From an optimization exercise on the open Yosys and OpenROAD flow, aimed at small area; shortcuts taken in it are not production practice. Where RTL was checked, it was by simulation tests only, not by an equivalence proof against the original. The clock input has no modelled driver; a real chip could not lean on it and would need a root buffer or a full tree. No activity file was given, so power comes from the tool's default toggle rates.

Setup of rev 12:
Design FinalProject, start of the top module:
module FinalProject(input [3:0] in, input [1:0] pushButton, input clk, input rst, input onOff,
                    output [0:6] Hex0, Hex1, Hex2, Hex3, Hex4, Hex5, output readyLed);
  localparam [3:0] BL = 4'd15;   
  reg p;
  always @(posedge clk) p <= ~rst & ~p;
  wire [3:0] m1, h1, h2; wire [2:0] m2;
  m_tod u_tod(clk, rst, p, m1, m2, h1, h2);
  wire b0 = ~pushButton[0], b1 = ~pushButton[1];
  reg s1;                         
  reg [3:0] hv0, hv1, hv2, hv3;   
  reg [11:0] X;                   
  reg [2:0] ith; reg [3:0] itt, itu;    
  reg [2:0] cth; reg [3:0] ctt, ctu;    
  reg NA; reg [3:0] NB; reg [2:0] NC; reg [3:0] ND;   
  reg rdy;
  assign readyLed = rdy;
  wire [3:0] H0, H1, H2; wire [2:0] H3; wire [11:0] Xe;
  wire S2 = ~(X[11] & X[10]);
  wire S0 = ~S2 & ~s1, S1 = ~S2 & s1;
  m_entry u_entry(X, hv0, hv1, hv2, hv3, onOff, b0, b1, in, H0, H1, H2, H3, Xe);
  wire [2:0] ithn; wire [3:0] ittn, Dn; wire [11:0] Rn, Lk;
  m_norm u_norm(H0, H1, H2, H3, ithn, ittn, Dn, Rn, Lk);
  wire [11:0] sum; wire co;
  m_add u_add(S2 ? X : Rn, S2 ? {NA, NB, NC, ND} : Lk, sum, co);
  ...
For scale: ~52 I/O pins, roughly 5200 um^2 of cells after synthesis.
==> module m_temp, before the edit <==
module m_temp(input [2:0] cth, ith, input [3:0] ctt, ctu, itt, itu, input dn,
              output [2:0] qh, output [3:0] qt, qu, output reach, le67, lt2);
  wire cu, ct2;
  assign cu = (ctu[3] & ~dn) | (~ctu[1] & ~ctu[2] & ~ctu[3] & dn);
  assign qu[0] = (ctu[0]);
  assign qu[1] = ~((ctu[1]) | (ctu[3] & ~dn) | (~ctu[2] & ~ctu[3] & dn));
  assign qu[2] = (ctu[1] & ~ctu[2] & ~dn) | (~ctu[1] & ctu[2] & ~dn) | (ctu[1] & ctu[2] & dn) | (ctu[3] & dn);
  assign qu[3] = (~ctu[1] & ~ctu[2] & ~ctu[3] & dn) | (ctu[1] & ctu[2] & ~dn);
  assign ct2 = (~ctt[0] & ~ctt[1] & ~ctt[2] & ~ctt[3] & cu & dn) | (ctt[0] & ctt[3] & cu & ~dn);
  assign qt[0] = (ctt[0] & ~cu) | (~ctt[0] & cu);
  assign qt[1] = (ctt[1] & ~cu) | (ctt[0] & ~ctt[1] & ~ctt[3] & cu & ~dn) | (~ctt[0] & ctt[1] & ~dn) | (ctt[0] & ctt[1] & dn) | (~ctt[0] & ~ctt[1] & ctt[2] & cu & dn) | (~ctt[0] & ctt[3] & cu & dn);
  assign qt[2] = (ctt[2] & ~cu) | (ctt[0] & ctt[1] & ~ctt[2] & cu & ~dn) | (~ctt[0] & ctt[3] & cu & dn) | (~ctt[0] & ctt[2] & ~dn) | (ctt[0] & ctt[2] & dn) | (ctt[0] & ~ctt[1] & ctt[2]) | (~ctt[0] & ctt[1] & ctt[2]);
  assign qt[3] = (ctt[3] & ~cu) | (~ctt[0] & ~ctt[1] & ~ctt[2] & ~ctt[3] & cu & dn) | (ctt[0] & ctt[1] & ctt[2] & cu & ~dn) | (~ctt[0] & ctt[3] & ~dn) | (ctt[0] & ctt[3] & dn);
  assign qh[0] = (cth[0] & ~ct2) | (~cth[0] & ct2);
  assign qh[1] = (cth[1] & ~ct2) | (cth[0] & ~cth[1] & ct2 & ~dn) | (~cth[0] & cth[1] & ~dn) | (~cth[0] & ~cth[1] & ct2 & dn) | (cth[0] & cth[1] & dn);
  assign qh[2] = ~((~cth[2] & ~ct2) | (cth[0] & cth[1] & cth[2] & ct2 & ~dn) | (~cth[0] & ~cth[1] & cth[2] & ct2 & dn) | (~cth[0] & ~cth[2] & ~dn) | (cth[0] & ~cth[1] & ~cth[2]) | (cth[1] & ~cth[2] & dn));
  assign le67 = ~((ctu[3] & ctt[1] & ctt[2]) | (ctt[0] & ctt[1] & ctt[2]) | (ctt[3]) | (cth[0]) | (cth[1]) | (cth[2]));
  assign lt2 = (~ctu[1] & ~ctu[2] & ~ctu[3] & ~ctt[0] & ~ctt[1] & ~ctt[2] & ~ctt[3] & ~cth[0] & ~cth[1] & ~cth[2]);
  wire geu, gtt, eqt, gth, eqh;
  assign geu = ~((~qu[3] & itu[3]) | (~qu[0] & ~qu[1] & ~qu[2] & ~qu[3] & itu[0]) | (~qu[0] & itu[0] & itu[3]) | (~qu[1] & ~qu[2] & ~qu[3] & itu[1]) | (~qu[2] & ~qu[3] & itu[2]) | (~qu[1] & qu[2] & itu[1] & itu[2]) | (~qu[0] & ~qu[1] & qu[2] & itu[0] & itu[2]) | (~qu[0] & qu[1] & ~qu[2] & itu[0] & itu[1]) | (~qu[0] & qu[2] & itu[0] & itu[1] & itu[2]));
  assign gtt = (qt[0] & ~itt[0] & ~itt[1] & ~itt[2] & ~itt[3]) | (qt[1] & ~itt[1] & ~itt[2] & ~itt[3]) | (qt[2] & ~itt[2] & ~itt[3]) | (qt[3] & ~itt[3]) | (qt[0] & qt[3] & ~itt[0]) | (qt[1] & qt[2] & ~itt[1] & ~itt[3]) | (qt[0] & qt[1] & qt[2] & ~itt[0] & ~itt[3]) | (qt[0] & qt[2] & ~itt[0] & ~itt[1] & ~itt[3]) | (qt[0] & qt[1] & ~itt[0] & ~itt[2] & ~itt[3]);
  assign eqt = ~((qt[0] & ~itt[0]) | (qt[1] & ~itt[1]) | (qt[2] & ~itt[2]) | (qt[3] & ~itt[3]) | (~qt[0] & itt[0]) | (~qt[1] & itt[1]) | (~qt[2] & itt[2]) | (~qt[3] & itt[3]));
  assign gth = (qh[0] & ~ith[0] & ~ith[1] & ~ith[2]) | (qh[1] & ~ith[1] & ~ith[2]) | (qh[2] & ~ith[2]) | (qh[0] & qh[1] & ~ith[0] & ~ith[2]) | (qh[0] & qh[2] & ~ith[0] & ~ith[1]) | (qh[1] & qh[2] & ~ith[1]) | (qh[0] & qh[1] & qh[2] & ~ith[0]);
  assign eqh = ~((qh[0] & ~ith[0]) | (qh[1] & ~ith[1]) | (qh[2] & ~ith[2]) | (~qh[0] & ith[0]) | (~qh[1] & ith[1]) | (~qh[2] & ith[2]));
  assign reach = gth | (eqh & (gtt | (eqt & geu)));
endmodule
==> flow/config.mk <==
export PLATFORM = sky130hd
export DESIGN_NAME = FinalProject
export DESIGN_NICKNAME = FinalProject
export VERILOG_FILES = /design/flow/design.v
export SDC_FILE = /design/flow/constraint.sdc
export NUM_CORES = 8
export LEC_CHECK = 0
export CAP_MARGIN = 0
export CORE_MARGIN = 2
export CORE_UTILIZATION = 40
export GPL_TIMING_DRIVEN = 0
export SLEW_MARGIN = 0
==> flow/constraint.sdc <==
create_clock -name core_clock -period 100.0 [get_ports {clk}]
set_input_delay 20.0000 -clock core_clock [delete_from_list [all_inputs] [get_ports {clk}]]
set_output_delay 20.0000 -clock core_clock [all_outputs]
set_load 0.01 [all_outputs]
standard.sh (not shown) runs the stock make flow with config.mk's settings and CLKGATE_MAP_FILE= SYNTH_SCRIPT=/design/flow/synth_recipe.tcl, a recipe that flattens the netlist after the stock synthesis.
==> flow/flow/run.sh <==
#!/bin/bash
# Own layout flow: the standard ORFS flow, with
#  - synthesis re-run with area-oriented ABC scripts (the smallest result is kept) and without
#    Yosys's full-adder extraction: the same passes before ABC, so the same registers; their
#    instance names are then set to the standard synthesis's, paired by the net on their Q pin,
#  - constant outputs driven by tie cells of their own instead of buffers of one tie cell,
#  - port buffers of the smallest buffer cell, and a clock tree without dummy loads.
# Every tool's output goes to a log file in this folder.
set -uo pipefail
here=$PWD
P=$FLOW_PLATFORM
R=$here/orfs/results/$P/FinalProject/base
# 1. standard synthesis (reference for the register names; also the fallback netlist)
bash standard.sh synth > std_synth.log 2>&1 || { echo "standard synthesis failed"; exit 1; }
cp $R/1_2_yosys.v std_1_2_yosys.v
# 2. own synthesis, one run per ABC script
mkdir -p own
sed -e '/# Technology mapping of adders/,/# Technology mapping of latches/{/# Technology mapping of latches/!d}' \
    -e 's#log_cmd abc {\*}\$abc_args#log_cmd abc -script $::env(OWN_ABC_SCRIPT) {*}$lib_args {*}$lib_dont_use_args#' \
    $FLOW_HOME/scripts/synth.tcl > own/synth_core.tcl
sed "s#source \$::env(SCRIPTS_DIR)/synth.tcl#source $here/own/synth_core.tcl#" synth_recipe.tcl > own/synth.tcl
best=""; best_area=""
if grep -q "OWN_ABC_SCRIPT" own/synth_core.tcl && ! grep -q "extract_fa" own/synth_core.tcl && grep -q "own/synth_core.tcl" own/synth.tcl; then
  i=0
  for s in flow/abc_*.script; do
    n=$(basename $s .script)
    OWN_ABC_SCRIPT=$here/$s make -C $FLOW_HOME DESIGN_CONFIG=$FLOW_CONFIG WORK_HOME=$here/own/$n CLKGATE_MAP_FILE= \
      SYNTH_SCRIPT=$here/own/synth.tcl $here/own/$n/results/$P/FinalProject/base/1_2_yosys.v > own_synth_$n.log 2>&1 &
    i=$((i + 1)); [ $((i % ${NUM_CORES:-8})) -eq 0 ] && wait
  done
  wait
  for s in flow/abc_*.script; do
    n=$(basename $s .script)
    v=own/$n/results/$P/FinalProject/base/1_2_yosys.v
    a=$(grep -o "Chip area for module .*: [0-9.]*" own/$n/reports/$P/FinalProject/base/synth_stat.txt 2>/dev/null | awk '{print $NF}')
    [ -f "$v" ] && [ -n "$a" ] || continue
    python3 flow/fixnames.py std_1_2_yosys.v $v own_$n.v > fixnames_$n.log 2>&1 || continue
    echo "$n $a" >> own_areas.log
    if [ -z "$best" ] || awk "BEGIN{exit !($a < $best_area)}"; then best=$n; best_area=$a; fi
  done
fi
if [ -n "$best" ]; then
  python3 flow/tiefix.py own_$best.v own_1_2_yosys.v > tiefix.log 2>&1 || cp own_$best.v own_1_2_yosys.v
  cp own_1_2_yosys.v $R/1_2_yosys.v; rm -f $R/1_synth.odb $R/1_synth.sdc
  echo "using own synthesis $best ($best_area)" >> own_areas.log
else
  echo "own synthesis not used" >> own_areas.log
fi
# 3. the rest of the standard flow
export BUFFER_PORTS_ARGS="-buffer_cell sky130_fd_sc_hd__buf_1"
export CTS_ARGS="-sink_clustering_enable -repair_clock_nets -dont_use_dummy_load -buf_list sky130_fd_sc_hd__clkbuf_8"
[ -f flow/cts_args.txt ] && export CTS_ARGS="$(cat flow/cts_args.txt)"
# clock tree by hand (flow/clocktree.tcl): the fewest leaf buffers whose estimated clock-pin
# slew stays well under the limit; without one, the standard clock tree synthesis runs
if [ -f flow/clocktree.tcl ]; then
  bash standard.sh place > std_place.log 2>&1 || { echo "placement failed"; tail -20 std_place.log; exit 1; }
  for KC in 5:8 10:4 6:8 12:4 7:8 8:8 10:8 12:8; do
    K=${KC%:*}
    ( cd $R && PLATFORM_DIR=$FLOW_HOME/platforms/$P CT_NBUF=$K CT_CELL=sky130_fd_sc_hd__clkbuf_${KC#*:} \
      CT_ROOT=sky130_fd_sc_hd__clkbuf_8 CT_IN=3_place.odb CT_SDC=3_place.sdc CT_OUT=$here/ct_${K}_${KC#*:}.odb \
      openroad -no_init -exit $here/flow/clocktree.tcl ) > clocktree_${K}_${KC#*:}.log 2>&1 || continue
    sl=$(grep "max clock pin slew" clocktree_${K}_${KC#*:}.log | awk '{print $NF}')
    if [ -n "$sl" ] && [ -f ct_${K}_${KC#*:}.odb ] && awk "BEGIN{exit !($sl <= 0.110)}"; then
      cp ct_${K}_${KC#*:}.odb $R/4_1_cts.odb; cp $R/3_place.sdc $R/4_cts.sdc
      echo "clock tree by hand: $K leaf buffers clkbuf_${KC#*:}, estimated slew $sl" >> clocktree.log
      break
    fi
  done
fi
bash standard.sh finish > std_finish.log 2>&1 || { echo "flow failed"; tail -20 std_finish.log; exit 1; }
ls -l out/ > out.log
Other scripts of this flow, unchanged in this note and not shown: flow/flow/abc_J1.script, flow/flow/abc_ds00.script, flow/flow/abc_ds01.script, flow/flow/abc_ds02.script, flow/flow/abc_ds03.script, flow/flow/abc_ds04.script, flow/flow/abc_ds05.script, flow/flow/abc_ds06.script, flow/flow/abc_ds07.script, flow/flow/abc_ds08.script, flow/flow/abc_ds09.script, flow/flow/abc_ds10.script, flow/flow/abc_ds11.script, flow/flow/abc_ds12.script, flow/flow/abc_ds13.script, flow/flow/abc_ds14.script, flow/flow/abc_ds15.script, flow/flow/abc_ds16.script, flow/flow/abc_ds17.script, flow/flow/abc_ds18.script, flow/flow/abc_ds19.script, flow/flow/abc_ds20.script, flow/flow/abc_ds21.script, flow/flow/abc_ds22.script, flow/flow/abc_ds23.script, flow/flow/clocktree.tcl, flow/flow/fixnames.py, flow/flow/tiefix.py
#### Input delta (rev 13 over rev 12)
--- a/flow/design.v
+++ b/flow/design.v
@@ -251,15 +251,15 @@
   assign qh[1] = (cth[1] & ~ct2) | (cth[0] & ~cth[1] & ct2 & ~dn) | (~cth[0] & cth[1] & ~dn) | (~cth[0] & ~cth[1] & ct2 & dn) | (cth[0] & cth[1] & dn);
   assign qh[2] = ~((~cth[2] & ~ct2) | (cth[0] & cth[1] & cth[2] & ct2 & ~dn) | (~cth[0] & ~cth[1] & cth[2] & ct2 & dn) | (~cth[0] & ~cth[2] & ~dn) | (cth[0] & ~cth[1] & ~cth[2]) | (cth[1] & ~cth[2] & dn));
   assign le67 = ~((ctu[3] & ctt[1] & ctt[2]) | (ctt[0] & ctt[1] & ctt[2]) | (ctt[3]) | (cth[0]) | (cth[1]) | (cth[2]));
   assign lt2 = (~ctu[1] & ~ctu[2] & ~ctu[3] & ~ctt[0] & ~ctt[1] & ~ctt[2] & ~ctt[3] & ~cth[0] & ~cth[1] & ~cth[2]);
-  wire geu, gtt, eqt, gth, eqh;
-  assign geu = ~((~qu[3] & itu[3]) | (~qu[0] & ~qu[1] & ~qu[2] & ~qu[3] & itu[0]) | (~qu[0] & itu[0] & itu[3]) | (~qu[1] & ~qu[2] & ~qu[3] & itu[1]) | (~qu[2] & ~qu[3] & itu[2]) | (~qu[1] & qu[2] & itu[1] & itu[2]) | (~qu[0] & ~qu[1] & qu[2] & itu[0] & itu[2]) | (~qu[0] & qu[1] & ~qu[2] & itu[0] & itu[1]) | (~qu[0] & qu[2] & itu[0] & itu[1] & itu[2]));
-  assign gtt = (qt[0] & ~itt[0] & ~itt[1] & ~itt[2] & ~itt[3]) | (qt[1] & ~itt[1] & ~itt[2] & ~itt[3]) | (qt[2] & ~itt[2] & ~itt[3]) | (qt[3] & ~itt[3]) | (qt[0] & qt[3] & ~itt[0]) | (qt[1] & qt[2] & ~itt[1] & ~itt[3]) | (qt[0] & qt[1] & qt[2] & ~itt[0] & ~itt[3]) | (qt[0] & qt[2] & ~itt[0] & ~itt[1] & ~itt[3]) | (qt[0] & qt[1] & ~itt[0] & ~itt[2] & ~itt[3]);
-  assign eqt = ~((qt[0] & ~itt[0]) | (qt[1] & ~itt[1]) | (qt[2] & ~itt[2]) | (qt[3] & ~itt[3]) | (~qt[0] & itt[0]) | (~qt[1] & itt[1]) | (~qt[2] & itt[2]) | (~qt[3] & itt[3]));
-  assign gth = (qh[0] & ~ith[0] & ~ith[1] & ~ith[2]) | (qh[1] & ~ith[1] & ~ith[2]) | (qh[2] & ~ith[2]) | (qh[0] & qh[1] & ~ith[0] & ~ith[2]) | (qh[0] & qh[2] & ~ith[0] & ~ith[1]) | (qh[1] & qh[2] & ~ith[1]) | (qh[0] & qh[1] & qh[2] & ~ith[0]);
-  assign eqh = ~((qh[0] & ~ith[0]) | (qh[1] & ~ith[1]) | (qh[2] & ~ith[2]) | (~qh[0] & ith[0]) | (~qh[1] & ith[1]) | (~qh[2] & ith[2]));
-  assign reach = gth | (eqh & (gtt | (eqt & geu)));
+  wire [10:0] qv = {qh, qt, qu}, iv = {ith, itt, itu};
+  reg c; integer i;
+  always @* begin
+    c = 1'b1;
+    for (i = 0; i < 11; i = i + 1) c = (qv[i] & ~iv[i]) | (c & (qv[i] | ~iv[i]));
+  end
+  assign reach = c;
 endmodule
 module segDC(input [3:0] A, output [0:6] Seg);
   assign Seg[0] = (A[0] & ~A[1] & ~A[2] & ~A[3]) | (~A[0] & ~A[1] & A[2]) | (A[2] & A[3]);
   assign Seg[1] = ~((~A[2]) | (~A[0] & ~A[1]) | (A[0] & A[1] & ~A[3]));
Findings:
Rev 13: flow completed, timing, DRC and antenna clean. On horizontal die dimension, rev 12 tracks rev 13 almost exactly. Multi-input logic cell count (rev 13 vs. rev 12) decreases slightly. Compared with rev 12, rev 13 shows critical path depth lower by 4. Rev 12 → rev 13: total wirelength of the detailed-routed design down 2.6%; cell area moved down; count of filler cells inserted in the layout shows a reduction of 10. Synthesized cell count (lower): rev 13. Rev 13 vs. rev 12: register clock-pin slew on the reported worst setup and hold paths shows an increase of 0.02 ns, via count of the first global-routing pass picked up an extra 149, overall power consumption went up.
Function not checked in rev 12: the RTL went through the layout flow alone. No run of this note takes its clock network from TritonCTS; it comes from the design's own scripts or RTL.

[afterwards: timing with drivers on the ports]
The flow's constraints put no driver on any port. The routed layouts listed below were extracted and timed again, unchanged, in two steps. Step 1 (the two cells are an assumption about what drives the block):
set clk [get_ports {clk}]
set_driving_cell -lib_cell sky130_fd_sc_hd__clkbuf_16 $clk
set_driving_cell -lib_cell sky130_fd_sc_hd__buf_2 [delete_from_list [all_inputs] $clk]
Step 2 also shifts input and output timing later by t, the mid clock arrival at the registers, as if the neighbouring blocks saw the same clock. Slacks: ideal ports / drivers / drivers and shift; pairs: ideal ports / drivers.
| run | t (ns) | slack for setup (ns) | hold WS [ns] | worst register clock-pin slew, ns |
|---|---|---|---|---|
| rev 12 | 0.424 | 76.525 / 76.535 / 76.111 | 0.463 / 0.463 / 0.463 | 0.10 / 0.10 |
| rev 13 | 0.405 | 76.576 / 76.576 / 76.171 | 0.492 / 0.492 / 0.492 | 0.11 / 0.11 |
After both steps every run listed still meets setup and hold. The setup slack of rev 12, which loses most, moves by +0.010 ns with the drivers and by -0.414 ns with both steps.
